Context: an optimization exercise on an open-source flow, tuned for small area and a short achievable clock period. The choices shown serve that exercise and are no tape-out recipe. No functional check of the RTL was part of any run shown here.

### flow/config.mk
export PLATFORM = sky130hd
export DESIGN_NAME = tod_core
export DESIGN_NICKNAME = tod_core
export VERILOG_FILES = /design/flow/design.v
export SDC_FILE = /design/flow/constraint.sdc
export NUM_CORES = 4
export LEC_CHECK = 0
export CAP_MARGIN = 20
export CORE_MARGIN = 2
export CORE_UTILIZATION = 40
export SLEW_MARGIN = 20
export SYNTH_HIERARCHICAL = 1
### flow/constraint.sdc
create_clock -name core_clock -period 18.0 [get_ports {clk}]
set_input_delay 3.6000 -clock core_clock [delete_from_list [all_inputs] [get_ports {clk}]]
set_output_delay 3.6000 -clock core_clock [all_outputs]
set_load 0.01 [all_outputs]
### flow/design.v
module tod_core #(parameter TIME_WIDTH_SUB_NS=20, TIME_WIDTH_NS=32, TIME_WIDTH_SEC=48) (
    input clk,
    input rst_n,
    input set_init_time,  
    input set_offset_time,  
    input plus_offset_time,  
    input wire [TIME_WIDTH_SUB_NS-1:0] init_time_sub_ns,
    input wire [TIME_WIDTH_NS-1:0] init_time_ns,
    input wire [TIME_WIDTH_SEC-1:0] init_time_sec,
    input wire [TIME_WIDTH_SUB_NS-1:0] offset_time_sub_ns,
    input wire [TIME_WIDTH_NS-1:0] offset_time_ns,  
    input wire [TIME_WIDTH_SUB_NS-1:0] incr_time_sub_ns,
    input wire [TIME_WIDTH_NS-1:0] incr_time_ns,
    output reg [TIME_WIDTH_SUB_NS-1:0] time_sub_ns,
    output reg [TIME_WIDTH_NS-1:0] time_ns,
    output reg [TIME_WIDTH_SEC-1:0] time_sec
);
localparam W = TIME_WIDTH_SUB_NS + TIME_WIDTH_NS;    
localparam LW = TIME_WIDTH_SUB_NS + 9;                 
localparam HW = W - LW;                                
localparam SW = TIME_WIDTH_SEC;
wire minus = set_offset_time & ~plus_offset_time;
wire [W-1:0] x, y;
tod_csa #(.W(W)) u_csa (
    .a({time_ns, time_sub_ns}), .b({incr_time_ns, incr_time_sub_ns}),
    .o({offset_time_ns, offset_time_sub_ns}), .en(set_offset_time), .neg(minus),
    .x(x), .y(y));
wire [LW-1:0] lo;
wire c9;
tod_add_lo u_lo (.a(x[LW-1:0]), .b(y[LW-1:0]), .cin(minus), .s(lo), .cout(c9));
wire [HW-1:0] xp, yp, xm, ym;
tod_kcsa #(.W(HW), .K(23'd1953125)) u_kp (.x(x[W-1:LW]), .y(y[W-1:LW]), .s(xp), .c(yp));
tod_kcsa #(.W(HW), .K(-23'd1953125)) u_km (.x(x[W-1:LW]), .y(y[W-1:LW]), .s(xm), .c(ym));
wire [HW-1:0] u0, up, um;
wire co0, cop, com;
tod_add_hi u_h0 (.a(x[W-1:LW]), .b(y[W-1:LW]), .cin(c9), .s(u0), .cout(co0));
tod_add_hi u_hp (.a(xp), .b(yp), .cin(c9), .s(up), .cout(cop));
tod_add_hi u_hm (.a(xm), .b(ym), .cin(c9), .s(um), .cout(com));
wire [SW-1:0] ones, zeros;
tod_secpre #(.W(SW)) u_pre (.v(time_sec), .ones(ones), .zeros(zeros));
wire [HW-1:0] ns_hi_nxt;
wire [SW-1:0] sec_nxt;
tod_nxt #(.HW(HW), .SW(SW)) u_nxt (
    .u0(u0), .up(up), .um(um), .sec(time_sec), .ones(ones), .zeros(zeros),
    .ns_hi(ns_hi_nxt), .sec_nxt(sec_nxt));
always @(posedge clk or negedge rst_n) begin
    if (!rst_n) begin
        time_sub_ns <= {TIME_WIDTH_SUB_NS{1'b0}};
        time_ns <= {TIME_WIDTH_NS{1'b0}};
        time_sec <= {TIME_WIDTH_SEC{1'b0}};
    end
    else if (set_init_time) begin
        time_sub_ns <= init_time_sub_ns;
        time_ns <= init_time_ns;
        time_sec <= init_time_sec;
    end
    else begin
        time_sub_ns <= lo[TIME_WIDTH_SUB_NS-1:0];
        time_ns <= {ns_hi_nxt, lo[LW-1:TIME_WIDTH_SUB_NS]};
        time_sec <= sec_nxt;
    end
end
endmodule
module tod_csa #(parameter W = 52) (
    input [W-1:0] a, input [W-1:0] b, input [W-1:0] o, input en, input neg,
    output [W-1:0] x, output [W-1:0] y);
wire [W-1:0] c = {W{en}} & (o ^ {W{neg}});
assign x = a ^ b ^ c;
assign y = {(a[W-2:0] & b[W-2:0]) | (a[W-2:0] & c[W-2:0]) | (b[W-2:0] & c[W-2:0]), 1'b0};
endmodule
module tod_kcsa #(parameter W = 23, parameter [W-1:0] K = 0) (
    input [W-1:0] x, input [W-1:0] y, output [W-1:0] s, output [W-1:0] c);
assign s = x ^ y ^ K;
assign c = {(x[W-2:0] & y[W-2:0]) | (x[W-2:0] & K[W-2:0]) | (y[W-2:0] & K[W-2:0]), 1'b0};
endmodule
module tod_secpre #(parameter W = 48) (input [W-1:0] v, output [W-1:0] ones, output [W-1:0] zeros);
genvar k;
assign ones[0] = 1'b1;
assign zeros[0] = 1'b1;
generate for (k = 1; k < W; k = k + 1) begin : g_pre
    assign ones[k] = &v[k-1:0];
    assign zeros[k] = ~|v[k-1:0];
end endgenerate
endmodule
module tod_nxt #(parameter HW = 23, parameter SW = 48) (
    input [HW-1:0] u0, input [HW-1:0] up, input [HW-1:0] um,
    input [SW-1:0] sec, input [SW-1:0] ones, input [SW-1:0] zeros,
    output [HW-1:0] ns_hi, output [SW-1:0] sec_nxt);
wire dec = u0[HW-1];                
wire adv = ~um[HW-1] & ~dec;        
assign ns_hi = dec ? up : (adv ? um : u0);
assign sec_nxt = sec ^ (({SW{adv}} & ones) | ({SW{dec}} & zeros));
endmodule
module tod_add_lo (input [28:0] a, input [28:0] b, input cin, output [28:0] s, output cout);
wire [29:0] g0 = {a & b, cin};
wire [29:0] p0 = {a ^ b, 1'b0};
wire g1_1 = g0[1] | (p0[1] & g0[0]);
wire p1_1 = p0[1] & p0[0];
wire g1_3 = g0[3] | (p0[3] & g0[2]);
wire p1_3 = p0[3] & p0[2];
wire g1_5 = g0[5] | (p0[5] & g0[4]);
wire p1_5 = p0[5] & p0[4];
wire g1_7 = g0[7] | (p0[7] & g0[6]);
wire p1_7 = p0[7] & p0[6];
wire g1_9 = g0[9] | (p0[9] & g0[8]);
wire p1_9 = p0[9] & p0[8];
wire g1_11 = g0[11] | (p0[11] & g0[10]);
wire p1_11 = p0[11] & p0[10];
wire g1_13 = g0[13] | (p0[13] & g0[12]);
wire p1_13 = p0[13] & p0[12];
wire g1_15 = g0[15] | (p0[15] & g0[14]);
wire p1_15 = p0[15] & p0[14];
wire g1_17 = g0[17] | (p0[17] & g0[16]);
wire p1_17 = p0[17] & p0[16];
wire g1_19 = g0[19] | (p0[19] & g0[18]);
wire p1_19 = p0[19] & p0[18];
wire g1_21 = g0[21] | (p0[21] & g0[20]);
wire p1_21 = p0[21] & p0[20];
wire g1_23 = g0[23] | (p0[23] & g0[22]);
wire p1_23 = p0[23] & p0[22];
wire g1_25 = g0[25] | (p0[25] & g0[24]);
wire p1_25 = p0[25] & p0[24];
wire g1_27 = g0[27] | (p0[27] & g0[26]);
wire p1_27 = p0[27] & p0[26];
wire g1_29 = g0[29] | (p0[29] & g0[28]);
wire p1_29 = p0[29] & p0[28];
wire g2_2 = g0[2] | (p0[2] & g1_1);
wire p2_2 = p0[2] & p1_1;
wire g2_3 = g1_3 | (p1_3 & g1_1);
wire p2_3 = p1_3 & p1_1;
wire g2_6 = g0[6] | (p0[6] & g1_5);
wire p2_6 = p0[6] & p1_5;
wire g2_7 = g1_7 | (p1_7 & g1_5);
wire p2_7 = p1_7 & p1_5;
wire g2_10 = g0[10] | (p0[10] & g1_9);
wire p2_10 = p0[10] & p1_9;
wire g2_11 = g1_11 | (p1_11 & g1_9);
wire p2_11 = p1_11 & p1_9;
wire g2_14 = g0[14] | (p0[14] & g1_13);
wire p2_14 = p0[14] & p1_13;
wire g2_15 = g1_15 | (p1_15 & g1_13);
wire p2_15 = p1_15 & p1_13;
wire g2_18 = g0[18] | (p0[18] & g1_17);
wire p2_18 = p0[18] & p1_17;
wire g2_19 = g1_19 | (p1_19 & g1_17);
wire p2_19 = p1_19 & p1_17;
wire g2_22 = g0[22] | (p0[22] & g1_21);
wire p2_22 = p0[22] & p1_21;
wire g2_23 = g1_23 | (p1_23 & g1_21);
wire p2_23 = p1_23 & p1_21;
wire g2_26 = g0[26] | (p0[26] & g1_25);
wire p2_26 = p0[26] & p1_25;
wire g2_27 = g1_27 | (p1_27 & g1_25);
wire p2_27 = p1_27 & p1_25;
wire g3_4 = g0[4] | (p0[4] & g2_3);
wire p3_4 = p0[4] & p2_3;
wire g3_5 = g1_5 | (p1_5 & g2_3);
wire p3_5 = p1_5 & p2_3;
wire g3_6 = g2_6 | (p2_6 & g2_3);
wire p3_6 = p2_6 & p2_3;
wire g3_7 = g2_7 | (p2_7 & g2_3);
wire p3_7 = p2_7 & p2_3;
wire g3_12 = g0[12] | (p0[12] & g2_11);
wire p3_12 = p0[12] & p2_11;
wire g3_13 = g1_13 | (p1_13 & g2_11);
wire p3_13 = p1_13 & p2_11;
wire g3_14 = g2_14 | (p2_14 & g2_11);
wire p3_14 = p2_14 & p2_11;
wire g3_15 = g2_15 | (p2_15 & g2_11);
wire p3_15 = p2_15 & p2_11;
wire g3_20 = g0[20] | (p0[20] & g2_19);
wire p3_20 = p0[20] & p2_19;
wire g3_21 = g1_21 | (p1_21 & g2_19);
wire p3_21 = p1_21 & p2_19;
wire g3_22 = g2_22 | (p2_22 & g2_19);
wire p3_22 = p2_22 & p2_19;
wire g3_23 = g2_23 | (p2_23 & g2_19);
wire p3_23 = p2_23 & p2_19;
wire g3_28 = g0[28] | (p0[28] & g2_27);
wire p3_28 = p0[28] & p2_27;
wire g3_29 = g1_29 | (p1_29 & g2_27);
wire p3_29 = p1_29 & p2_27;
wire g4_8 = g0[8] | (p0[8] & g3_7);
wire p4_8 = p0[8] & p3_7;
wire g4_9 = g1_9 | (p1_9 & g3_7);
wire p4_9 = p1_9 & p3_7;
wire g4_10 = g2_10 | (p2_10 & g3_7);
wire p4_10 = p2_10 & p3_7;
wire g4_11 = g2_11 | (p2_11 & g3_7);
wire p4_11 = p2_11 & p3_7;
wire g4_12 = g3_12 | (p3_12 & g3_7);
wire p4_12 = p3_12 & p3_7;
wire g4_13 = g3_13 | (p3_13 & g3_7);
wire p4_13 = p3_13 & p3_7;
wire g4_14 = g3_14 | (p3_14 & g3_7);
wire p4_14 = p3_14 & p3_7;
wire g4_15 = g3_15 | (p3_15 & g3_7);
wire p4_15 = p3_15 & p3_7;
wire g4_24 = g0[24] | (p0[24] & g3_23);
wire p4_24 = p0[24] & p3_23;
wire g4_25 = g1_25 | (p1_25 & g3_23);
wire p4_25 = p1_25 & p3_23;
wire g4_26 = g2_26 | (p2_26 & g3_23);
wire p4_26 = p2_26 & p3_23;
wire g4_27 = g2_27 | (p2_27 & g3_23);
wire p4_27 = p2_27 & p3_23;
wire g4_28 = g3_28 | (p3_28 & g3_23);
wire p4_28 = p3_28 & p3_23;
wire g4_29 = g3_29 | (p3_29 & g3_23);
wire p4_29 = p3_29 & p3_23;
wire g5_16 = g0[16] | (p0[16] & g4_15);
wire p5_16 = p0[16] & p4_15;
wire g5_17 = g1_17 | (p1_17 & g4_15);
wire p5_17 = p1_17 & p4_15;
wire g5_18 = g2_18 | (p2_18 & g4_15);
wire p5_18 = p2_18 & p4_15;
wire g5_19 = g2_19 | (p2_19 & g4_15);
wire p5_19 = p2_19 & p4_15;
wire g5_20 = g3_20 | (p3_20 & g4_15);
wire p5_20 = p3_20 & p4_15;
wire g5_21 = g3_21 | (p3_21 & g4_15);
wire p5_21 = p3_21 & p4_15;
wire g5_22 = g3_22 | (p3_22 & g4_15);
wire p5_22 = p3_22 & p4_15;
wire g5_23 = g3_23 | (p3_23 & g4_15);
wire p5_23 = p3_23 & p4_15;
wire g5_24 = g4_24 | (p4_24 & g4_15);
wire p5_24 = p4_24 & p4_15;
wire g5_25 = g4_25 | (p4_25 & g4_15);
wire p5_25 = p4_25 & p4_15;
wire g5_26 = g4_26 | (p4_26 & g4_15);
wire p5_26 = p4_26 & p4_15;
wire g5_27 = g4_27 | (p4_27 & g4_15);
wire p5_27 = p4_27 & p4_15;
wire g5_28 = g4_28 | (p4_28 & g4_15);
wire p5_28 = p4_28 & p4_15;
wire g5_29 = g4_29 | (p4_29 & g4_15);
wire p5_29 = p4_29 & p4_15;
wire [29:0] cy;
assign cy[0] = g0[0];
assign cy[1] = g1_1;
assign cy[2] = g2_2;
assign cy[3] = g2_3;
assign cy[4] = g3_4;
assign cy[5] = g3_5;
assign cy[6] = g3_6;
assign cy[7] = g3_7;
assign cy[8] = g4_8;
assign cy[9] = g4_9;
assign cy[10] = g4_10;
assign cy[11] = g4_11;
assign cy[12] = g4_12;
assign cy[13] = g4_13;
assign cy[14] = g4_14;
assign cy[15] = g4_15;
assign cy[16] = g5_16;
assign cy[17] = g5_17;
assign cy[18] = g5_18;
assign cy[19] = g5_19;
assign cy[20] = g5_20;
assign cy[21] = g5_21;
assign cy[22] = g5_22;
assign cy[23] = g5_23;
assign cy[24] = g5_24;
assign cy[25] = g5_25;
assign cy[26] = g5_26;
assign cy[27] = g5_27;
assign cy[28] = g5_28;
assign cy[29] = g5_29;
assign s = p0[29:1] ^ cy[28:0];
assign cout = cy[29];
endmodule
module tod_add_hi (input [22:0] a, input [22:0] b, input cin, output [22:0] s, output cout);
wire [22:0] g0 = a & b;
wire [22:0] p0 = a ^ b;
wire g1_1 = g0[1] | (p0[1] & g0[0]);
wire p1_1 = p0[1] & p0[0];
wire g1_3 = g0[3] | (p0[3] & g0[2]);
wire p1_3 = p0[3] & p0[2];
wire g1_5 = g0[5] | (p0[5] & g0[4]);
wire p1_5 = p0[5] & p0[4];
wire g1_7 = g0[7] | (p0[7] & g0[6]);
wire p1_7 = p0[7] & p0[6];
wire g1_9 = g0[9] | (p0[9] & g0[8]);
wire p1_9 = p0[9] & p0[8];
wire g1_11 = g0[11] | (p0[11] & g0[10]);
wire p1_11 = p0[11] & p0[10];
wire g1_13 = g0[13] | (p0[13] & g0[12]);
wire p1_13 = p0[13] & p0[12];
wire g1_15 = g0[15] | (p0[15] & g0[14]);
wire p1_15 = p0[15] & p0[14];
wire g1_17 = g0[17] | (p0[17] & g0[16]);
wire p1_17 = p0[17] & p0[16];
wire g1_19 = g0[19] | (p0[19] & g0[18]);
wire p1_19 = p0[19] & p0[18];
wire g1_21 = g0[21] | (p0[21] & g0[20]);
wire p1_21 = p0[21] & p0[20];
wire g2_2 = g0[2] | (p0[2] & g1_1);
wire p2_2 = p0[2] & p1_1;
wire g2_3 = g1_3 | (p1_3 & g1_1);
wire p2_3 = p1_3 & p1_1;
wire g2_6 = g0[6] | (p0[6] & g1_5);
wire p2_6 = p0[6] & p1_5;
wire g2_7 = g1_7 | (p1_7 & g1_5);
wire p2_7 = p1_7 & p1_5;
wire g2_10 = g0[10] | (p0[10] & g1_9);
wire p2_10 = p0[10] & p1_9;
wire g2_11 = g1_11 | (p1_11 & g1_9);
wire p2_11 = p1_11 & p1_9;
wire g2_14 = g0[14] | (p0[14] & g1_13);
wire p2_14 = p0[14] & p1_13;
wire g2_15 = g1_15 | (p1_15 & g1_13);
wire p2_15 = p1_15 & p1_13;
wire g2_18 = g0[18] | (p0[18] & g1_17);
wire p2_18 = p0[18] & p1_17;
wire g2_19 = g1_19 | (p1_19 & g1_17);
wire p2_19 = p1_19 & p1_17;
wire g2_22 = g0[22] | (p0[22] & g1_21);
wire p2_22 = p0[22] & p1_21;
wire g3_4 = g0[4] | (p0[4] & g2_3);
wire p3_4 = p0[4] & p2_3;
wire g3_5 = g1_5 | (p1_5 & g2_3);
wire p3_5 = p1_5 & p2_3;
wire g3_6 = g2_6 | (p2_6 & g2_3);
wire p3_6 = p2_6 & p2_3;
wire g3_7 = g2_7 | (p2_7 & g2_3);
wire p3_7 = p2_7 & p2_3;
wire g3_12 = g0[12] | (p0[12] & g2_11);
wire p3_12 = p0[12] & p2_11;
wire g3_13 = g1_13 | (p1_13 & g2_11);
wire p3_13 = p1_13 & p2_11;
wire g3_14 = g2_14 | (p2_14 & g2_11);
wire p3_14 = p2_14 & p2_11;
wire g3_15 = g2_15 | (p2_15 & g2_11);
wire p3_15 = p2_15 & p2_11;
wire g3_20 = g0[20] | (p0[20] & g2_19);
wire p3_20 = p0[20] & p2_19;
wire g3_21 = g1_21 | (p1_21 & g2_19);
wire p3_21 = p1_21 & p2_19;
wire g3_22 = g2_22 | (p2_22 & g2_19);
wire p3_22 = p2_22 & p2_19;
wire g4_8 = g0[8] | (p0[8] & g3_7);
wire p4_8 = p0[8] & p3_7;
wire g4_9 = g1_9 | (p1_9 & g3_7);
wire p4_9 = p1_9 & p3_7;
wire g4_10 = g2_10 | (p2_10 & g3_7);
wire p4_10 = p2_10 & p3_7;
wire g4_11 = g2_11 | (p2_11 & g3_7);
wire p4_11 = p2_11 & p3_7;
wire g4_12 = g3_12 | (p3_12 & g3_7);
wire p4_12 = p3_12 & p3_7;
wire g4_13 = g3_13 | (p3_13 & g3_7);
wire p4_13 = p3_13 & p3_7;
wire g4_14 = g3_14 | (p3_14 & g3_7);
wire p4_14 = p3_14 & p3_7;
wire g4_15 = g3_15 | (p3_15 & g3_7);
wire p4_15 = p3_15 & p3_7;
wire g5_16 = g0[16] | (p0[16] & g4_15);
wire p5_16 = p0[16] & p4_15;
wire g5_17 = g1_17 | (p1_17 & g4_15);
wire p5_17 = p1_17 & p4_15;
wire g5_18 = g2_18 | (p2_18 & g4_15);
wire p5_18 = p2_18 & p4_15;
wire g5_19 = g2_19 | (p2_19 & g4_15);
wire p5_19 = p2_19 & p4_15;
wire g5_20 = g3_20 | (p3_20 & g4_15);
wire p5_20 = p3_20 & p4_15;
wire g5_21 = g3_21 | (p3_21 & g4_15);
wire p5_21 = p3_21 & p4_15;
wire g5_22 = g3_22 | (p3_22 & g4_15);
wire p5_22 = p3_22 & p4_15;
wire [23:0] cy;
assign cy[0] = cin;
assign cy[1] = g0[0] | (p0[0] & cin);
assign cy[2] = g1_1 | (p1_1 & cin);
assign cy[3] = g2_2 | (p2_2 & cin);
assign cy[4] = g2_3 | (p2_3 & cin);
assign cy[5] = g3_4 | (p3_4 & cin);
assign cy[6] = g3_5 | (p3_5 & cin);
assign cy[7] = g3_6 | (p3_6 & cin);
assign cy[8] = g3_7 | (p3_7 & cin);
assign cy[9] = g4_8 | (p4_8 & cin);
assign cy[10] = g4_9 | (p4_9 & cin);
assign cy[11] = g4_10 | (p4_10 & cin);
assign cy[12] = g4_11 | (p4_11 & cin);
assign cy[13] = g4_12 | (p4_12 & cin);
assign cy[14] = g4_13 | (p4_13 & cin);
assign cy[15] = g4_14 | (p4_14 & cin);
assign cy[16] = g4_15 | (p4_15 & cin);
assign cy[17] = g5_16 | (p5_16 & cin);
assign cy[18] = g5_17 | (p5_17 & cin);
assign cy[19] = g5_18 | (p5_18 & cin);
assign cy[20] = g5_19 | (p5_19 & cin);
assign cy[21] = g5_20 | (p5_20 & cin);
assign cy[22] = g5_21 | (p5_21 & cin);
assign cy[23] = g5_22 | (p5_22 & cin);
assign s = p0 ^ cy[22:0];
assign cout = cy[23];
endmodule
### flow/run.sh
#!/bin/bash
# synth_recipe.tcl (not shown) runs the flow's synth.tcl, then flattens the netlist and writes it again
# the make line also repeats each setting of config.mk as NAME=value (left out here)
make -C /OpenROAD-flow-scripts/flow DESIGN_CONFIG=/design/flow/config.mk WORK_HOME=/design/flow/orfs CLKGATE_MAP_FILE= SYNTH_SCRIPT=/design/flow/synth_recipe.tcl finish
==> impl_results.md, run 1 <==
* Outcome: finished clean
* Mapped Area at 15900 um2
* Die area at 41500 um2
* 1st-pass router iterations at 5
* Max_cap viols at 0
* CTS clk-pin slew, worst paths at 0.08 ns
* Area grow syn2layout at 21.5%
* First-pass GRT wire length at 71300 um
* Antenna-violating nets left at 0
* Final WS setup at 5.57 ns
* Fin util at 49.0%
* Final setup viols at 0
* Most frequent cells in the layout: 350 x inv_1, 305 x clkdlybuf4s50_1, 141 x ha_1, 115 x nand2_1, 108 x a21oi_1
* Min-Delay Path Class: reg -> reg
* Synthesized area per cell at 8.60 um2
* Port bufs at 308
* Row count at 73
* Routed vias/inst at 5.22
* Fmax at 0.0804 GHz
* Vias at 13.7k
* Tcrit/Tclk final at 69.1%
* H-tree levels at 3
* Final setup TNS at 0 ns
* Die H at 204 um
* DRC viols at 0
* Actual slew at the worst max-slew pin at 1.09 ns
* Post-route minimum period at 12.43 ns
* Number of global-route vias before repair at 13.6k
* Largest net degree at the start of global routing at 114
* Total GRT Usage at 21.3%
* Initial Util at 40.3%
* WL per Instance at 16.7 um
* Critical Path Source Type: input pin
* CP peak stage delay at 0.85 ns
* Slew Limit Fails at 0
* Post-CTS Hold Fix Bufs at 0
* Root buffer cell: clkbuf_16
* WP data arrival at 12.69 ns
* Most common cell after layout, fill and taps aside: inv_1
* WP buf/inv at 6
* CP Data Required Time at 18.26 ns
* Cts bufs inserted at 9
* Setup Fix Bufs, Post-CTS at 0
* Final WL at 43800 um
* Die Wd at 204 um
* Clock latency on the worst-skew pair at 0.39 ns
* Nets at 2508
* CTS Sinks at 100
* Initial DRC Count at 738
* Slowest-stage cell, CP: buf_4
* Worst-path fanout max at 113
* CTS tree: built
* IO Pins at 309
* YS warnings at 7
* Cell family with most CP delay: compound AO/OA/AOI/OAI gates
* CTS Buffer Depth at 2
* Fin. Hold Viols at 0
* Slew Limit Headroom at 27.0%
* Initial antenna violation count at 3
* Grt total ovfl at 0
* Core box area at 39500 um2
* Clock Skews at 0.0166 ns
* Worst Setup Path Type: in -> reg
* Post-Synthesis Cells at 1853
* Worst Setup End Kind: flip-flop
* DP Wirelength at 34000 um
* Share of layout cells above drive strength 1 at 9.89%
* Place WS at 5.24 ns
* Routability cong. at 0.865
* RSZ-0062 raised after global routing: false
* Post_cts resized at 0
## through the flow
stage / cells / hold slack, ns / area [um2]
5_1_grt: 2630 / 0.895 / 19400
3_5_place_dp: 2613 / 0.835 / 19100
4_1_cts: 2628 / 0.855 / 19400
2_1_floorplan: 1854 / 0.831 / 15900
3_3_place_gp: 2613 / 0.797 / 19100
6_report: 2630 / 0.844 / 19400
## area by class of cell
class | instances | area [um2]
timing repair buffer | 315 | 3130
fill | 3758 | 20200
clock buffer | 11 | 243
antenna | 2 | 5.00
sequential | 100 | 2500
clock inverter | 4 | 48.8
multi-input combinational | 1323 | 11500
inverter | 350 | 1310
tap | 525 | 657
## per-layer routing
metal	up-vias	part of all wire, %	track usage [%]
li1	6850	-	-
met1	6535	45	27.7
met2	300	48	36.2
met3	41	5.2	4.23
met4	2	1.6	5.03
met5	-	0.030	0
## worst paths after layout
check	startpoint	end	cells past startpoint	slack, ns
setup / recovery	set_offset_time	time_sec[6]$_DFF_PN0_	27	5.57
setup reg to reg	time_ns[0]$_DFF_PN0_	time_sec[6]$_DFF_PN0_	22	10.57
hold reg to reg	time_sec[47]$_DFF_PN0_	time_sec[47]$_DFF_PN0_	3	0.84
max in group asynchronous	rst_n	time_sec[41]$_DFF_PN0_	2	13.41
hold / removal	time_sec[47]$_DFF_PN0_	time_sec[47]$_DFF_PN0_	3	0.84
min in group asynchronous	rst_n	time_sub_ns[11]$_DFF_PN0_	1	3.24
## sequential cells by signal, indices dropped and copies added, names as in the netlist
name,flops
time_sec,48
time_ns,32
time_sub_ns,20
## worst min-delay path: stages, from the launching register on
cell	delay [ns]
dfrtp_1	0.39
a21oi_1	0.06
a211oi_2	0.21
mux2_4	0.16
==> run 2: changes to the inputs <==
==> flow/flow/run.sh (new file) <==
#!/bin/bash
# The standard layout, with the port buffers made from the smallest buffer cell
# instead of the one buffer_ports picks by default. Each step's output goes to a log here.
set -euo pipefail
bash standard.sh "BUFFER_PORTS_ARGS=-buffer_cell sky130_fd_sc_hd__buf_1" finish > standard.log 2>&1
==> flow/standard.sh (new file) <==
#!/bin/bash
# synth_recipe.tcl (not shown) runs the flow's synth.tcl, then flattens the netlist and writes it again
# the make line also repeats each setting of config.mk as NAME=value (left out here)
make -C /OpenROAD-flow-scripts/flow DESIGN_CONFIG=/design/flow/config.mk WORK_HOME=/design/flow/orfs CLKGATE_MAP_FILE= SYNTH_SCRIPT=/design/flow/synth_recipe.tcl "${@:-finish}"
removed: flow/run.sh
==> run 2 against run 1 <==
Against the previous run:
- still clean
- final area fell by 9.9%
- register-to-register slack better by 0.44 ns
- cell count unchanged
- area after synthesis stayed put
- sequential share of layout area grew 1.4 points
- synthesized cell count did not move
- hold slack better by 0.0076 ns
- first-iteration DRC count down 5.0%
- clock skew fell by 0.0039 ns
- critical path type unchanged
- critical endpoint is now time_sec[9]$_DFF_PN0_
==> impl_results.md, run 2 <==
* Outcome: finished clean
* Clock Skews at 0.0127 ns
* CP Data Required Time at 18.28 ns
* Nets at 2509
* Vias at 13.8k
* Worst Setup End Kind: flip-flop
* Critical Path Source Type: input pin
* Routability cong. at 0.840
* Diode count at 0
* Slew Limit Headroom at 31.0%
* CTS Buffer Depth at 2
* DRC viols at 0
* CTS Sinks at 100
* CTS tree: built
* Post_cts resized at 0
* Hold Startpoint: time_sec[47]$_DFF_PN0_
* H-tree levels at 3
* Fmax at 0.0838 GHz
* Number of global-route vias before repair at 13.5k
* Crit-path most repeated cell: a21oi_1
* Area grow syn2layout at 9.54%
* Most frequent cells in the layout: 350 x inv_1, 305 x buf_1, 141 x ha_1, 115 x nand2_1, 108 x a21oi_1
* Actual slew at the worst max-slew pin at 1.04 ns
* Slew Limit Fails at 0
* Slowest-stage cell, CP: buf_4
* Largest net degree at the start of global routing at 117
* Cts bufs inserted at 9
* Routed vias/inst at 5.24
* Root buffer cell: clkbuf_16
* Final setup TNS at 0 ns
* WL per Instance at 16.4 um
* Initial antenna violation count at 2
* CTS clk-pin slew, worst paths at 0.08 ns
* Setup Fix Bufs, Post-CTS at 0
* Tcrit/Tclk final at 66.3%
* Final setup viols at 0
* Core box area at 39500 um2
* WP buf/inv at 5
* R2R depth at 21
* IO Pins at 309
* Post-Synthesis Cells at 1853
* Post-CTS Hold Fix Bufs at 0
* Port bufs at 308
* First-pass GRT wire length at 68500 um
* Register-to-register path setup slack at 11.01 ns
* Max_cap viols at 0
* Min-Delay Path Class: reg -> reg
* RSZ-0062 raised after global routing: false
* Most common cell after layout, fill and taps aside: inv_1
* Die area at 41500 um2
* Antenna-violating nets left at 0
* Reg-to-Reg Start: time_sub_ns[16]$_DFF_PN0_
* Biggest regs: time_sec x48, time_ns x32, time_sub_ns x20
* Share of layout cells above drive strength 1 at 9.98%
* Cell family with most CP delay: compound AO/OA/AOI/OAI gates
* Worst-path fanout max at 116
* Mapped Area at 15900 um2
* Initial DRC Count at 701
* Die H at 204 um
* YS warnings at 7
* Max reg flops at 48
* Clock latency on the worst-skew pair at 0.40 ns
* WP data arrival at 12.22 ns
* Final WL at 43000 um
* CP Capture Point: time_sec[9]$_DFF_PN0_
* Biggest register: time_sec
* Initial Util at 40.3%
* DP Cell Count at 2614
* Synthesized area per cell at 8.60 um2
* Die Wd at 204 um
* Critical R2R Capture: time_sec[9]$_DFF_PN0_
* Grt total ovfl at 0
* Crit path from: set_offset_time
* Fillers at 4011
* 1st-pass router iterations at 5
* Row count at 73
* Post-route minimum period at 11.93 ns
* DP Wirelength at 33500 um
* Post-Layout Cell Count at 2630
* Instance count on the critical path at 26
* Worst Setup Path Type: in -> reg
* Fin. Hold Viols at 0
* Total GRT Usage at 20.6%
* CP peak stage delay at 0.86 ns
## run 2: changes by cell type in the layout (fill, tap and decap cells not counted), sizes merged
| cell | change |
|---|---|
| buf | +303 |
| clkbuf | +2 |
| clkdlybuf4s50 | -305 |
| diode | -2 |
| clkinvlp | +2 |
## run 2: layer usage
metal | up-vias | routed length [um] | global-route usage, %
li1 | 6869 | - | -
met1 | 6562 | 19200 | 25.5
met2 | 281 | 20500 | 34.8
met3 | 70 | 2160 | 4.87
met4 | 2 | 1210 | 7.53
met5 | - | 13 | 0
## run 2: worst min path at each step
| stage | end | cells past startpoint | slack, ns |
|---|---|---|---|
| detailed placement | time_sec[47]$_DFF_PN0_ | 3 | 0.83 |
| global placement | time_sec[47]$_DFF_PN0_ | 3 | 0.82 |
| global route | time_sec[47]$_DFF_PN0_ | 3 | 0.89 |
| floorplan | time_sec[47]$_DFF_PN0_ | 3 | 0.83 |
| finish | time_sec[47]$_DFF_PN0_ | 3 | 0.85 |
| CTS | time_sec[47]$_DFF_PN0_ | 3 | 0.85 |
## run 2: layout make-up
cell class | count | area [um2] | area share [%]
Clock buffer | 10 | 229 | 1.31
Clock inverter | 6 | 63.8 | 0.365
Inverter | 350 | 1310 | 7.52
Multi-Input combinational cell | 1323 | 11500 | 65.7
Sequential cell | 100 | 2500 | 14.3
Tap cell | 525 | 657 | 3.76
Timing Repair Buffer | 316 | 1220 | 7.02
## run 2: worst reg2reg max path, cell delays in order (launching register included)
cell,delay [ns]
dfrtp_1,0.35
inv_1,0.06
fa_1,0.54
inv_1,0.05
ha_1,0.35
a21oi_1,0.18
o21ai_0,0.20
a211oi_1,0.44
o21ai_0,0.16
a21oi_1,0.18
o31ai_2,0.10
a21o_1,0.26
a21oi_1,0.26
o21bai_1,0.19
o21ai_0,0.49
a21oi_1,0.24
o41a_1,0.45
a31oi_4,0.77
buf_4,0.89
and3_1,0.39
a211oi_2,0.05
mux2_4,0.27
## run 2: per-stage QoR
step	hold WS (ns)	utilization, %	instance area, um2	worst slack [ns]
floorplan	0.831	-	15900	9.33
CTS	0.855	44.1	17500	6.13
global route	0.891	44.1	17500	5.58
global placement	0.817	43.4	17200	5.86
finish	0.852	44.1	17500	6.07
detailed placement	0.834	43.4	17200	5.72
==> run 3: changes to the inputs <==
==> flow/flow/run.sh (replaced) <==
#!/bin/bash
# The standard layout, with the port buffers made from the smallest buffer cell
# instead of the one buffer_ports picks by default. Each step's output goes to a log here.
set -euo pipefail
bash standard.sh "BUFFER_PORTS_ARGS=-buffer_cell sky130_fd_sc_hd__buf_1" SETUP_SLACK_MARGIN=11 finish > standard.log 2>&1
==> run 3 against run 2 <==
Against the previous run:
- setup slack gained 3.2 ns
- flip-flop and latch count is the same
- largest cell class unchanged
- still clean
- sequential share of layout area shrank 2.2 points
- utilization grew 8.2 points
- area after synthesis is the same
==> impl_results.md, run 3 <==
* Max reg flops at 48
* Outcome: finished clean
* Synthesized area per cell at 8.60 um2
* Place WS at 5.61 ns
* Final WL at 55700 um
* Largest net degree at the start of global routing at 52
* Nets at 2620
* First-pass GRT wire length at 83700 um
* Hold Crit Endpoint: time_sec[47]$_DFF_PN0_
* Crit-path most repeated cell: buf_12
* Cts bufs inserted at 9
* RSZ-0062 raised after global routing: true
* Final setup TNS at 0 ns
* Actual slew at the worst max-slew pin at 1.10 ns
* Fin. Hold Viols at 0
* Port bufs at 308
* Antenna-violating nets left at 0
* Vias at 15.1k
* CTS clk-pin slew, worst paths at 0.08 ns
* Min-Delay Path Class: reg -> reg
* Critical R2R Capture: time_sec[2]$_DFF_PN0_
* CTS tree: built
* DP Wirelength at 35000 um
* Biggest register: time_sec
* CTS Sinks at 100
* Critical Path Source Type: input pin
* 1st-pass router iterations at 6
* H-tree levels at 3
* Most common cell after layout, fill and taps aside: inv_1
* Grt total ovfl at 0
* Total GRT Usage at 26.2%
* Fmax at 0.114 GHz
* Post-route minimum period at 8.77 ns
* Number of global-route vias before repair at 15.2k
* Fillers at 3630
* Final setup viols at 0
* Worst Setup Path Type: in -> reg
* Routed vias/inst at 5.52
* Die H at 204 um
* Root buffer cell: clkbuf_16
* Slew Limit Fails at 0
* IO Pins at 309
* Slew Limit Headroom at 26.8%
* WL per Instance at 20.3 um
* Area grow syn2layout at 29.9%
* Hold Startpoint: time_sec[47]$_DFF_PN0_
* Routability cong. at 0.906
* Register-to-register path setup slack at 12.86 ns
* R2R depth at 24
* CP peak stage delay at 0.53 ns
* Initial antenna violation count at 6
* CTS Buffer Depth at 2
* Die area at 41500 um2
* Biggest regs: time_sec x48, time_ns x32, time_sub_ns x20
* Worst-path fanout max at 8
* Row count at 73
* YS warnings at 7
* Die Wd at 204 um
* Max_cap viols at 0
* DRC viols at 0
* Slowest-stage cell, CP: fa_1
* Hold Path Depth at 3
* Initial Util at 40.3%
* Post-Synthesis Cells at 1853
* Reg-to-Reg Start: time_sub_ns[6]$_DFF_PN0_
* Worst Setup End Kind: flip-flop
* Most frequent cells in the layout: 347 x inv_1, 305 x buf_1, 129 x ha_1, 111 x nand2_1
* Clock Skews at 0.0182 ns
* Share of layout cells above drive strength 1 at 21.4%
* Clock latency on the worst-skew pair at 0.41 ns
* Initial DRC Count at 849
* Tcrit/Tclk final at 48.7%
* Core box area at 39500 um2
* Mapped Area at 15900 um2
* WP data arrival at 9.06 ns
* Final WS setup at 9.23 ns
* CP Data Required Time at 18.29 ns
-- run 3: worst max path at each step --
stage                             end            start  slack, ns
2_1_floorplan   time_sec[1]$_DFF_PN0_  set_offset_time       9.71
3_5_place_dp    time_sec[9]$_DFF_PN0_  set_offset_time       5.61
6_report        time_sec[2]$_DFF_PN0_  set_offset_time       9.23
5_1_grt         time_sec[2]$_DFF_PN0_  set_offset_time       9.05
4_1_cts         time_sec[4]$_DFF_PN0_  set_offset_time       9.26
3_3_place_gp   time_sec[16]$_DFF_PN0_  set_offset_time       5.84
-- run 3: stage by stage --
step	std cells	instance area [um2]	hold WS (ns)	util [%]
3_3_place_gp	2614	17500	0.799	44.2
6_report	2743	20700	0.880	52.3
5_1_grt	2742	20700	0.911	52.3
3_5_place_dp	2614	17500	0.832	44.2
2_1_floorplan	1854	16300	0.832	-
4_1_cts	2719	20000	0.864	50.7
-- run 3: cell type report --
cell class / count / area, um2 / share of cell area (%)
diodes: 3 / 7.51 / 0.0363
clock buffers: 11 / 253 / 1.22
clock inverters: 4 / 31.3 / 0.151
inverters: 350 / 1310 / 6.35
multi-input cells: 1325 / 12900 / 62.2
flip-flops and latches: 100 / 2500 / 12.1
well taps: 525 / 657 / 3.17
repair buffers: 425 / 3060 / 14.8
-- run 3: metal layers --
layer	wire [um]	GRT usage, %	up-vias
met5	39	0	-
met4	2240	11.4	6
met3	3870	6.01	111
met2	26500	43.9	529
met1	23100	32.0	7384
li1	-	-	7108
-- run 3: repair_timing --
action                                  CTS  global route
buffers inserted                         59            13
gates resized for setup                 170            82
endpoints found under the setup margin   99            83
pin swaps                                65            59
cloned                                   31             8
hold buffers                              0             0
-- run 3: critical path, delay by kind of cell --
family	cells	cell delay (ns)
AOI/OAI and AO/OA	13	2.07
xor gates and xnor gates	1	0.15
and+or+nand+nor	4	0.68
adders and majority gates	2	0.80
buffers and inverters	11	1.42
muxes	1	0.28
==> run 4: changes to the inputs <==
==> flow/flow/run.sh (replaced) <==
#!/bin/bash
# The standard layout, with the port buffers made from the smallest buffer cell
# instead of the one buffer_ports picks by default. Each step's output goes to a log here.
set -euo pipefail
bash standard.sh "BUFFER_PORTS_ARGS=-buffer_cell sky130_fd_sc_hd__buf_1" SETUP_SLACK_MARGIN=8 finish > standard.log 2>&1
==> run 4 against run 3 <==
Against the previous run:
- still clean on timing, DRC and antenna
- area after synthesis unchanged
- global-route usage down 5.4 points
- utilization down 7.8 points
- clock skew down 0.0072 ns
- first-iteration DRC count down 9.2%
- non-clock buffer count down 104
- synthesized cell count unchanged
- cell count down 3.9%
- critical path type unchanged
- critical endpoint is now time_sec[24]$_DFF_PN0_
==> impl_results.md, run 4 <==
* Outcome: finished clean
* Max reg flops at 48
* Final WL at 44500 um
* Initial antenna violation count at 2
* Final setup TNS at 0 ns
* Min-Delay Path Class: reg -> reg
* Critical R2R Capture: time_sec[24]$_DFF_PN0_
* Met2 WL post-DR at 21200 um
* Worst-path fanout max at 53
* RSZ-0062 raised after global routing: false
* Biggest regs: time_sec x48, time_ns x32, time_sub_ns x20
* Slew Limit Fails at 0
* Core box area at 39500 um2
* 1st-pass router iterations at 5
* Tcrit/Tclk final at 53.6%
* M1 WL at 19900 um
* DP Wirelength at 33500 um
* Fin. Hold Viols at 0
* Die area at 41500 um2
* Diode count at 0
* Routability cong. at 0.840
* IO Pins at 309
* Actual slew at the worst max-slew pin at 0.979 ns
* Row count at 73
* Max_cap viols at 0
* Synthesized area per cell at 8.60 um2
* Share of layout cells above drive strength 1 at 10.5%
* Reg-to-Reg Start: time_sub_ns[16]$_DFF_PN0_
* Post-route minimum period at 9.65 ns
* CTS clk-pin slew, worst paths at 0.08 ns
* Slew Limit Headroom at 34.8%
* Fin util at 44.6%
* Port bufs at 308
* Hold Path Depth at 3
* YS warnings at 7
* Hold Crit Endpoint: time_sec[47]$_DFF_PN0_
* Fmax at 0.104 GHz
* H-tree levels at 3
* Critical Path Source Type: input pin
* CTS Buffer Depth at 2
* Vias at 13.9k
* Mapped Area at 15900 um2
* Clock latency on the worst-skew pair at 0.40 ns
* Biggest register: time_sec
* Cts bufs inserted at 9
* Register-to-register path setup slack at 12.31 ns
* Most frequent cells in the layout: 350 x inv_1, 305 x buf_1, 141 x ha_1, 115 x nand2_1, 106 x a21oi_1
* CTS tree: built
* CTS Sinks at 100
* Root buffer cell: clkbuf_16
* Final setup viols at 0
* Number of global-route vias before repair at 13.5k
* Total GRT Usage at 20.8%
* Area grow syn2layout at 10.6%
* Post-Synthesis Cells at 1853
* Worst Setup End Kind: flip-flop
* Initial DRC Count at 771
* Worst Setup Path Type: in -> reg
* DRC viols at 0
* Hold Startpoint: time_sec[47]$_DFF_PN0_
* Met3 wire length at 2210 um
* Largest net degree at the start of global routing at 117
* Routed vias/inst at 5.28
* CP Data Required Time at 18.33 ns
* WL per Instance at 16.9 um
* Antenna-violating nets left at 0
* Die Wd at 204 um
* WP data arrival at 9.98 ns
* Clock Skews at 0.0110 ns
* Most common cell after layout, fill and taps aside: inv_1
* Uppermost layer routed: met5
* Nets at 2515
* Initial Util at 40.3%
* Die H at 204 um
* R2R depth at 21
* First-pass GRT wire length at 69000 um
* Grt total ovfl at 0
## run 4: per-layer routing
metal | GRT usage [%] | vias up
met5 | 0 | -
met4 | 7.72 | 2
met3 | 4.83 | 70
met2 | 35.0 | 301
met1 | 25.9 | 6668
li1 | - | 6882
## run 4: area by class of cell
cell class / count / area [um2]
repair buffers: 321 / 1350
clock inverters: 6 / 63.8
inverters: 350 / 1310
flip-flops and latches: 100 / 2500
well taps: 525 / 657
multi-input cells: 1324 / 11500
fillers: 3994 / 21900
clock buffers: 10 / 229
## run 4: what timing repair did
| item | 4_1_cts | 5_1_grt |
|---|---|---|
| gates resized for setup | 11 | 20 |
| gates cloned | 1 | 2 |
| setup endpoints to repair | 71 | 71 |
| hold buffers | 0 | 0 |
| buffers inserted | 3 | 0 |
| hold endpoints to repair | 0 | 0 |
## run 4: worst max-delay path: stages
cell and delay, ns:
clkbuf_2 0.11, buf_12 0.25, nor2b_4 0.26, buf_12 0.27
xor2_1 0.17, nand2_1 0.08, fa_1 0.50, inv_1 0.05
ha_1 0.35, a21oi_1 0.18, o21ai_0 0.20, a211oi_1 0.44
o21ai_0 0.16, a21oi_1 0.18, o31ai_2 0.10, a21o_1 0.26
a21oi_1 0.25, o21bai_2 0.14, o21ai_1 0.32, a21oi_1 0.17
o31ai_1 0.49, a31oi_4 0.21, clkbuf_16 0.26, or3b_1 0.43
a211oi_2 0.24, mux2_4 0.18
## run 4: worst max-delay path by stage
stage,start,cells after the start,endpoint,slack [ns]
3_3_place_gp,set_offset_time,26,time_sec[13]$_DFF_PN0_,5.86
2_1_floorplan,set_offset_time,26,time_sec[7]$_DFF_PN0_,9.33
4_1_cts,set_offset_time,26,time_sec[28]$_DFF_PN0_,8.01
3_5_place_dp,set_offset_time,26,time_sec[24]$_DFF_PN0_,5.72
6_report,set_offset_time,26,time_sec[24]$_DFF_PN0_,8.35
5_1_grt,set_offset_time,26,time_sec[31]$_DFF_PN0_,7.95
## run 4: metrics by stage
| stage | setup slack, ns | hold WS, ns | instances | cell area, um2 |
|---|---|---|---|---|
| global placement | 5.86 | 0.817 | 2614 | 17200 |
| CTS | 8.01 | 0.855 | 2634 | 17500 |
| floorplan | 9.33 | 0.831 | 1854 | 15900 |
| global route | 7.95 | 0.891 | 2636 | 17600 |
| detailed placement | 5.72 | 0.834 | 2614 | 17200 |
| finish | 8.35 | 0.849 | 2636 | 17600 |
==> run 5: changes to the inputs <==
--- a/flow/design.v
+++ b/flow/design.v
@@ -18,31 +18,40 @@
 localparam W = TIME_WIDTH_SUB_NS + TIME_WIDTH_NS;    
 localparam LW = TIME_WIDTH_SUB_NS + 9;                 
 localparam HW = W - LW;                                
-localparam SW = TIME_WIDTH_SEC;
+localparam [HW-1:0] KP = 23'd1953125;                  
+localparam [HW-1:0] KM = -23'd1953125;
 wire minus = set_offset_time & ~plus_offset_time;
-wire [W-1:0] x, y;
-tod_csa #(.W(W)) u_csa (
-    .a({time_ns, time_sub_ns}), .b({incr_time_ns, incr_time_sub_ns}),
-    .o({offset_time_ns, offset_time_sub_ns}), .en(set_offset_time), .neg(minus),
-    .x(x), .y(y));
+wire [W-1:0] a = {time_ns, time_sub_ns};
+wire [W-1:0] b = {incr_time_ns, incr_time_sub_ns};
+wire [W-1:0] c = {W{set_offset_time}} & ({offset_time_ns, offset_time_sub_ns} ^ {W{minus}});
+wire [W-1:0] x = a ^ b ^ c;
+wire [W-1:0] y = {(a[W-2:0] & b[W-2:0]) | (a[W-2:0] & c[W-2:0]) | (b[W-2:0] & c[W-2:0]), 1'b0};
 wire [LW-1:0] lo;
 wire c9;
 tod_add_lo u_lo (.a(x[LW-1:0]), .b(y[LW-1:0]), .cin(minus), .s(lo), .cout(c9));
-wire [HW-1:0] xp, yp, xm, ym;
-tod_kcsa #(.W(HW), .K(23'd1953125)) u_kp (.x(x[W-1:LW]), .y(y[W-1:LW]), .s(xp), .c(yp));
-tod_kcsa #(.W(HW), .K(-23'd1953125)) u_km (.x(x[W-1:LW]), .y(y[W-1:LW]), .s(xm), .c(ym));
+wire [HW-1:0] xu = x[W-1:LW];
+wire [HW-1:0] yu = y[W-1:LW];
+wire [HW-1:0] xp = xu ^ yu ^ KP;
+wire [HW-1:0] yp = {(xu[HW-2:0] & yu[HW-2:0]) | (xu[HW-2:0] & KP[HW-2:0]) | (yu[HW-2:0] & KP[HW-2:0]), 1'b0};
+wire [HW-1:0] xm = xu ^ yu ^ KM;
+wire [HW-1:0] ym = {(xu[HW-2:0] & yu[HW-2:0]) | (xu[HW-2:0] & KM[HW-2:0]) | (yu[HW-2:0] & KM[HW-2:0]), 1'b0};
 wire [HW-1:0] u0, up, um;
 wire co0, cop, com;
-tod_add_hi u_h0 (.a(x[W-1:LW]), .b(y[W-1:LW]), .cin(c9), .s(u0), .cout(co0));
+tod_add_hi u_h0 (.a(xu), .b(yu), .cin(c9), .s(u0), .cout(co0));
 tod_add_hi u_hp (.a(xp), .b(yp), .cin(c9), .s(up), .cout(cop));
 tod_add_hi u_hm (.a(xm), .b(ym), .cin(c9), .s(um), .cout(com));
-wire [SW-1:0] ones, zeros;
-tod_secpre #(.W(SW)) u_pre (.v(time_sec), .ones(ones), .zeros(zeros));
-wire [HW-1:0] ns_hi_nxt;
-wire [SW-1:0] sec_nxt;
-tod_nxt #(.HW(HW), .SW(SW)) u_nxt (
-    .u0(u0), .up(up), .um(um), .sec(time_sec), .ones(ones), .zeros(zeros),
-    .ns_hi(ns_hi_nxt), .sec_nxt(sec_nxt));
+wire sec_dec = u0[HW-1];                  
+wire sec_adv = ~um[HW-1] & ~sec_dec;      
+wire [HW-1:0] ns_hi = sec_dec ? up : (sec_adv ? um : u0);
+wire [TIME_WIDTH_SEC-1:0] ones, zeros;
+assign ones[0] = 1'b1;
+assign zeros[0] = 1'b1;
+genvar k;
+generate for (k = 1; k < TIME_WIDTH_SEC; k = k + 1) begin : g_pre
+    assign ones[k] = ones[k-1] & time_sec[k-1];
+    assign zeros[k] = zeros[k-1] & ~time_sec[k-1];
+end endgenerate
+wire [TIME_WIDTH_SEC-1:0] sec_nxt = time_sec ^ (({TIME_WIDTH_SEC{sec_adv}} & ones) | ({TIME_WIDTH_SEC{sec_dec}} & zeros));
 always @(posedge clk or negedge rst_n) begin
     if (!rst_n) begin
         time_sub_ns <= {TIME_WIDTH_SUB_NS{1'b0}};
@@ -56,41 +65,11 @@
     end
     else begin
         time_sub_ns <= lo[TIME_WIDTH_SUB_NS-1:0];
-        time_ns <= {ns_hi_nxt, lo[LW-1:TIME_WIDTH_SUB_NS]};
+        time_ns <= {ns_hi, lo[LW-1:TIME_WIDTH_SUB_NS]};
         time_sec <= sec_nxt;
     end
 end
 endmodule
-module tod_csa #(parameter W = 52) (
-    input [W-1:0] a, input [W-1:0] b, input [W-1:0] o, input en, input neg,
-    output [W-1:0] x, output [W-1:0] y);
-wire [W-1:0] c = {W{en}} & (o ^ {W{neg}});
-assign x = a ^ b ^ c;
-assign y = {(a[W-2:0] & b[W-2:0]) | (a[W-2:0] & c[W-2:0]) | (b[W-2:0] & c[W-2:0]), 1'b0};
-endmodule
-module tod_kcsa #(parameter W = 23, parameter [W-1:0] K = 0) (
-    input [W-1:0] x, input [W-1:0] y, output [W-1:0] s, output [W-1:0] c);
-assign s = x ^ y ^ K;
-assign c = {(x[W-2:0] & y[W-2:0]) | (x[W-2:0] & K[W-2:0]) | (y[W-2:0] & K[W-2:0]), 1'b0};
-endmodule
-module tod_secpre #(parameter W = 48) (input [W-1:0] v, output [W-1:0] ones, output [W-1:0] zeros);
-genvar k;
-assign ones[0] = 1'b1;
-assign zeros[0] = 1'b1;
-generate for (k = 1; k < W; k = k + 1) begin : g_pre
-    assign ones[k] = &v[k-1:0];
-    assign zeros[k] = ~|v[k-1:0];
-end endgenerate
-endmodule
-module tod_nxt #(parameter HW = 23, parameter SW = 48) (
-    input [HW-1:0] u0, input [HW-1:0] up, input [HW-1:0] um,
-    input [SW-1:0] sec, input [SW-1:0] ones, input [SW-1:0] zeros,
-    output [HW-1:0] ns_hi, output [SW-1:0] sec_nxt);
-wire dec = u0[HW-1];                
-wire adv = ~um[HW-1] & ~dec;        
-assign ns_hi = dec ? up : (adv ? um : u0);
-assign sec_nxt = sec ^ (({SW{adv}} & ones) | ({SW{dec}} & zeros));
-endmodule
 module tod_add_lo (input [28:0] a, input [28:0] b, input cin, output [28:0] s, output cout);
 wire [29:0] g0 = {a & b, cin};
 wire [29:0] p0 = {a ^ b, 1'b0};
@@ -271,8 +250,8 @@
 assign cout = cy[29];
 endmodule
 module tod_add_hi (input [22:0] a, input [22:0] b, input cin, output [22:0] s, output cout);
-wire [22:0] g0 = a & b;
-wire [22:0] p0 = a ^ b;
+wire [23:0] g0 = {a & b, cin};
+wire [23:0] p0 = {a ^ b, 1'b0};
 wire g1_1 = g0[1] | (p0[1] & g0[0]);
 wire p1_1 = p0[1] & p0[0];
 wire g1_3 = g0[3] | (p0[3] & g0[2]);
@@ -295,6 +274,8 @@
 wire p1_19 = p0[19] & p0[18];
 wire g1_21 = g0[21] | (p0[21] & g0[20]);
 wire p1_21 = p0[21] & p0[20];
+wire g1_23 = g0[23] | (p0[23] & g0[22]);
+wire p1_23 = p0[23] & p0[22];
 wire g2_2 = g0[2] | (p0[2] & g1_1);
 wire p2_2 = p0[2] & p1_1;
 wire g2_3 = g1_3 | (p1_3 & g1_1);
@@ -317,6 +298,8 @@
 wire p2_19 = p1_19 & p1_17;
 wire g2_22 = g0[22] | (p0[22] & g1_21);
 wire p2_22 = p0[22] & p1_21;
+wire g2_23 = g1_23 | (p1_23 & g1_21);
+wire p2_23 = p1_23 & p1_21;
 wire g3_4 = g0[4] | (p0[4] & g2_3);
 wire p3_4 = p0[4] & p2_3;
 wire g3_5 = g1_5 | (p1_5 & g2_3);
@@ -339,6 +322,8 @@
 wire p3_21 = p1_21 & p2_19;
 wire g3_22 = g2_22 | (p2_22 & g2_19);
 wire p3_22 = p2_22 & p2_19;
+wire g3_23 = g2_23 | (p2_23 & g2_19);
+wire p3_23 = p2_23 & p2_19;
 wire g4_8 = g0[8] | (p0[8] & g3_7);
 wire p4_8 = p0[8] & p3_7;
 wire g4_9 = g1_9 | (p1_9 & g3_7);
@@ -369,31 +354,33 @@
 wire p5_21 = p3_21 & p4_15;
 wire g5_22 = g3_22 | (p3_22 & g4_15);
 wire p5_22 = p3_22 & p4_15;
+wire g5_23 = g3_23 | (p3_23 & g4_15);
+wire p5_23 = p3_23 & p4_15;
 wire [23:0] cy;
-assign cy[0] = cin;
-assign cy[1] = g0[0] | (p0[0] & cin);
-assign cy[2] = g1_1 | (p1_1 & cin);
-assign cy[3] = g2_2 | (p2_2 & cin);
-assign cy[4] = g2_3 | (p2_3 & cin);
-assign cy[5] = g3_4 | (p3_4 & cin);
-assign cy[6] = g3_5 | (p3_5 & cin);
-assign cy[7] = g3_6 | (p3_6 & cin);
-assign cy[8] = g3_7 | (p3_7 & cin);
-assign cy[9] = g4_8 | (p4_8 & cin);
-assign cy[10] = g4_9 | (p4_9 & cin);
-assign cy[11] = g4_10 | (p4_10 & cin);
-assign cy[12] = g4_11 | (p4_11 & cin);
-assign cy[13] = g4_12 | (p4_12 & cin);
-assign cy[14] = g4_13 | (p4_13 & cin);
-assign cy[15] = g4_14 | (p4_14 & cin);
-assign cy[16] = g4_15 | (p4_15 & cin);
-assign cy[17] = g5_16 | (p5_16 & cin);
-assign cy[18] = g5_17 | (p5_17 & cin);
-assign cy[19] = g5_18 | (p5_18 & cin);
-assign cy[20] = g5_19 | (p5_19 & cin);
-assign cy[21] = g5_20 | (p5_20 & cin);
-assign cy[22] = g5_21 | (p5_21 & cin);
-assign cy[23] = g5_22 | (p5_22 & cin);
-assign s = p0 ^ cy[22:0];
+assign cy[0] = g0[0];
+assign cy[1] = g1_1;
+assign cy[2] = g2_2;
+assign cy[3] = g2_3;
+assign cy[4] = g3_4;
+assign cy[5] = g3_5;
+assign cy[6] = g3_6;
+assign cy[7] = g3_7;
+assign cy[8] = g4_8;
+assign cy[9] = g4_9;
+assign cy[10] = g4_10;
+assign cy[11] = g4_11;
+assign cy[12] = g4_12;
+assign cy[13] = g4_13;
+assign cy[14] = g4_14;
+assign cy[15] = g4_15;
+assign cy[16] = g5_16;
+assign cy[17] = g5_17;
+assign cy[18] = g5_18;
+assign cy[19] = g5_19;
+assign cy[20] = g5_20;
+assign cy[21] = g5_21;
+assign cy[22] = g5_22;
+assign cy[23] = g5_23;
+assign s = p0[23:1] ^ cy[22:0];
 assign cout = cy[23];
 endmodule
==> flow/run.sh (new file) <==
#!/bin/bash
# synth_recipe.tcl (not shown) runs the flow's synth.tcl, then flattens the netlist and writes it again
# the make line also repeats each setting of config.mk as NAME=value (left out here)
make -C /OpenROAD-flow-scripts/flow DESIGN_CONFIG=/design/flow/config.mk WORK_HOME=/design/flow/orfs CLKGATE_MAP_FILE= SYNTH_SCRIPT=/design/flow/synth_recipe.tcl finish
--- a/flow/config.mk
+++ b/flow/config.mk
@@ -9,4 +9,3 @@
 export CORE_MARGIN = 2
 export CORE_UTILIZATION = 40
 export SLEW_MARGIN = 20
-export SYNTH_HIERARCHICAL = 1
removed: flow/flow/run.sh
removed: flow/standard.sh
==> run 5 against run 4 <==
Against the previous run:
- utilization grew 8.7 points
- non-clock buffer count fell by 6
- synthesized cell count is 20% lower
- critical endpoint is now time_sec[44]$_DFF_PN0_
==> impl_results.md, run 5 <==
* Core box area at 29900 um2
* IO Pins at 309
* Register-to-register path setup slack at 10.15 ns
* Hold Startpoint: time_sec[47]$_DFF_PN0_
* Slew Limit Headroom at 38.7%
* Max reg flops at 48
* Post-CTS Hold Fix Bufs at 0
* Biggest regs: time_sec x48, time_ns x32, time_sub_ns x20
* Min-Delay Path Class: reg -> reg
* Actual slew at the worst max-slew pin at 0.919 ns
* Fin. Hold Viols at 0
* Setup Fix Bufs, Post-CTS at 0
* Post-synthesis sequential area ratio at 20.5%
* Vias at 10.9k
* Routed vias/inst at 5.07
* Most frequent cells in the layout: 304 x clkdlybuf4s50_1, 269 x inv_1, 167 x nand2_1, 116 x ha_1
* Sequential cell area at 2500 um2
* Top cells by area, synth: dfrtp_1 20%, fa_1 13%, ha_1 12%, inv_1 8.3%, xnor2_1 7.2%
* Row count at 63
* CP Data Required Time at 18.28 ns
* Root buffer cell: clkbuf_16
* Most common cell in the synthesized netlist: inv_1
* Slew Limit Fails at 0
* Die Wd at 179 um
* Commonest cells post-synth: 269 x inv_1, 167 x nand2_1, 116 x ha_1
* Final WL at 36900 um
* Synthesized area per cell at 8.22 um2
* First-pass GRT wire length at 59600 um
* Routability cong. at 0.901
* Yosys reg bits at 100
* CTS tree: built
* WL per Instance at 17.1 um
* Netlist cell types at 74
* Post-Synthesis Cells at 1485
* Ys flop type: dfrtp_1
* Fmax at 0.0861 GHz
* Worst-path fanout max at 53
* Post-route minimum period at 11.62 ns
* 1st-pass router iterations at 4
* Share of synthesized registers carrying an async set or reset at 100%
* YS warnings at 1
* Port bufs at 308
* Outcome: finished clean
* Hold Path Depth at 2
* Multi-input logic area at 8490 um2
* Most common cell after layout, fill and taps aside: clkdlybuf4s50_1
* Share of layout cells above drive strength 1 at 3.17%
* CTS Sinks at 100
* CTS Buffer Depth at 2
* RSZ-0062 raised after global routing: false
* Grt total ovfl at 0
* Fin util at 53.3%
* DP Wirelength at 29100 um
* Worst Setup Path Type: in -> reg
* H-tree levels at 3
* Number of global-route vias before repair at 11.4k
* Worst Setup End Kind: flip-flop
* Critical R2R Capture: time_sec[44]$_DFF_PN0_
* Cts bufs inserted at 9
* Initial DRC Count at 509
* Yosys top cell by area: dfrtp_1
* Final setup TNS at 0 ns
* Area share of the largest cell type after synthesis at 20.5%
* Clock Skews at 0.0140 ns
* Total GRT Usage at 23.9%
* Antenna-violating nets left at 0
* Initial antenna violation count at 7
* Reg-to-Reg Start: time_sub_ns[1]$_DFF_PN0_
* Final setup viols at 0
* Die area at 31900 um2
* Post_cts resized at 0
* Largest net degree at the start of global routing at 70
* Biggest register: time_sec
* Max_cap viols at 0
* Area grow syn2layout at 30.4%
* Clock latency on the worst-skew pair at 0.37 ns
* Tcrit/Tclk final at 64.6%
* R2R depth at 26
* Fillers at 2865
* Critical Path Source Type: input pin
* Mapped Area at 12200 um2
* CTS clk-pin slew, worst paths at 0.08 ns
* Hold Crit Endpoint: time_sec[47]$_DFF_PN0_
* DRC viols at 0
* EDFF count, synth at 0
* Die H at 179 um
* Nets at 2162
* WP data arrival at 11.90 ns
* Initial Util at 40.9%
-- run 5: worst max path at each step --
stage	start	to	slack, ns	cells after the start
after floorplan	plus_offset_time	time_sec[43]$_DFF_PN0_	7.44	30
after global placement	plus_offset_time	time_sec[32]$_DFF_PN0_	6.09	27
after detailed placement	plus_offset_time	time_sec[44]$_DFF_PN0_	6.03	28
after CTS	plus_offset_time	time_sec[44]$_DFF_PN0_	6.38	28
after global routing	plus_offset_time	time_sec[18]$_DFF_PN0_	5.60	28
final	plus_offset_time	time_sec[44]$_DFF_PN0_	6.38	28
-- run 5: through the flow --
stage	setup slack (ns)	hold slack (ns)	instances	cell area, um2
4_1_cts	6.38	0.629	2154	15900
3_5_place_dp	6.03	0.611	2138	15600
5_1_grt	5.60	0.670	2157	15900
3_3_place_gp	6.09	0.601	2138	15600
6_report	6.38	0.620	2159	15900
2_1_floorplan	7.44	0.624	1485	12200
-- run 5: cells by family (layout without fill, tap and decap cells) --
family / Yosys count / after routing / synth area share, %
AOI/OAI and AO/OA: 296 / 296 / 15.6
and+or+nand+nor: 395 / 395 / 16.0
other: 0 / 5 / 0
buffers and inverters: 321 / 600 / 10.1
xor gates and xnor gates: 165 / 165 / 11.9
adders and majority gates: 194 / 194 / 24.7
DFF: 100 / 100 / 20.5
muxes: 14 / 14 / 1.22
-- run 5: final cells by class --
class	count	area share [%]
clock buffer	9	1.41
antenna	5	0.0786
multi-input combinational	1064	53.3
tap	390	3.06
timing repair buffer	315	19.6
inverter	269	6.34
clock inverter	7	0.424
sequential	100	15.7
-- run 5: metal layers --
metal,vias to the layer above,GRT usage [%],part of all wire [%]
met5,-,0,0.035
met4,2,6.37,2.3
met3,48,3.97,5.5
met2,281,42.1,49
met1,5183,30.3,44
li1,5430,-,-
-- run 5: worst max-delay path, stage by stage --
cell	delay, ns
buf_4	0.68
xnor2_1	0.20
nand2_1	0.09
fa_1	0.55
inv_1	0.05
ha_1	0.28
a211oi_1	0.09
o21ai_0	0.40
a41o_1	0.35
a21oi_1	0.14
o41ai_1	0.44
nor4_1	0.11
o41ai_1	0.64
o21a_1	0.22
o21ai_0	0.13
nor2b_1	0.18
fa_1	0.44
nand3b_1	0.24
a311oi_2	0.43
a31o_2	0.27
a21oi_2	0.11
or3_1	0.42
and3_1	0.22
buf_4	0.28
nor4_1	0.65
nand3_1	0.18
and3_1	0.24
o31ai_2	0.21

==> static timing again, ports no longer ideal <==
The results above use ideal ports. As a check the final layouts listed here were re-extracted and re-timed, cells and wires unchanged. Step 1 (the two cells are an assumption about what drives the block):
set clk [get_ports {clk}]
set_driving_cell -lib_cell sky130_fd_sc_hd__clkbuf_16 $clk
set_driving_cell -lib_cell sky130_fd_sc_hd__buf_2 [delete_from_list [all_inputs] $clk]
Step 2 times the ports against the registers' clock, not the clock port: input delays grow and output delays shrink by t, the midpoint of the rising clock arrivals with the driver on. Three values: no drivers, after step 1, after step 2; two values: the first two.
| run | t, ns | setup WS [ns] | worst hold slack (ns) | slew at the worst register clock pin (ns) | pins driven straight from the clock port |
|---|---|---|---|---|---|
| run 1 | 0.432 | 5.570 / 5.603 / 5.171 | 0.844 / 0.844 / 0.844 | 0.08 / 0.08 | 1 |
| run 2 | 0.441 | 6.066 / 6.092 / 5.652 | 0.852 / 0.852 / 0.852 | 0.08 / 0.08 | 1 |
| run 3 | 0.453 | 9.229 / 9.234 / 8.781 | 0.880 / 0.880 / 0.880 | 0.09 / 0.09 | 1 |
| run 4 | 0.442 | 8.348 / 8.374 / 7.933 | 0.849 / 0.849 / 0.849 | 0.08 / 0.08 | 1 |
| run 5 | 0.414 | 6.380 / 6.403 / 5.989 | 0.620 / 0.620 / 0.620 | 0.09 / 0.09 | 1 |
After both steps setup and hold are still met in every run listed. The setup slack of run 3, which loses most, moves by +0.005 ns with the drivers and by -0.448 ns with both steps.
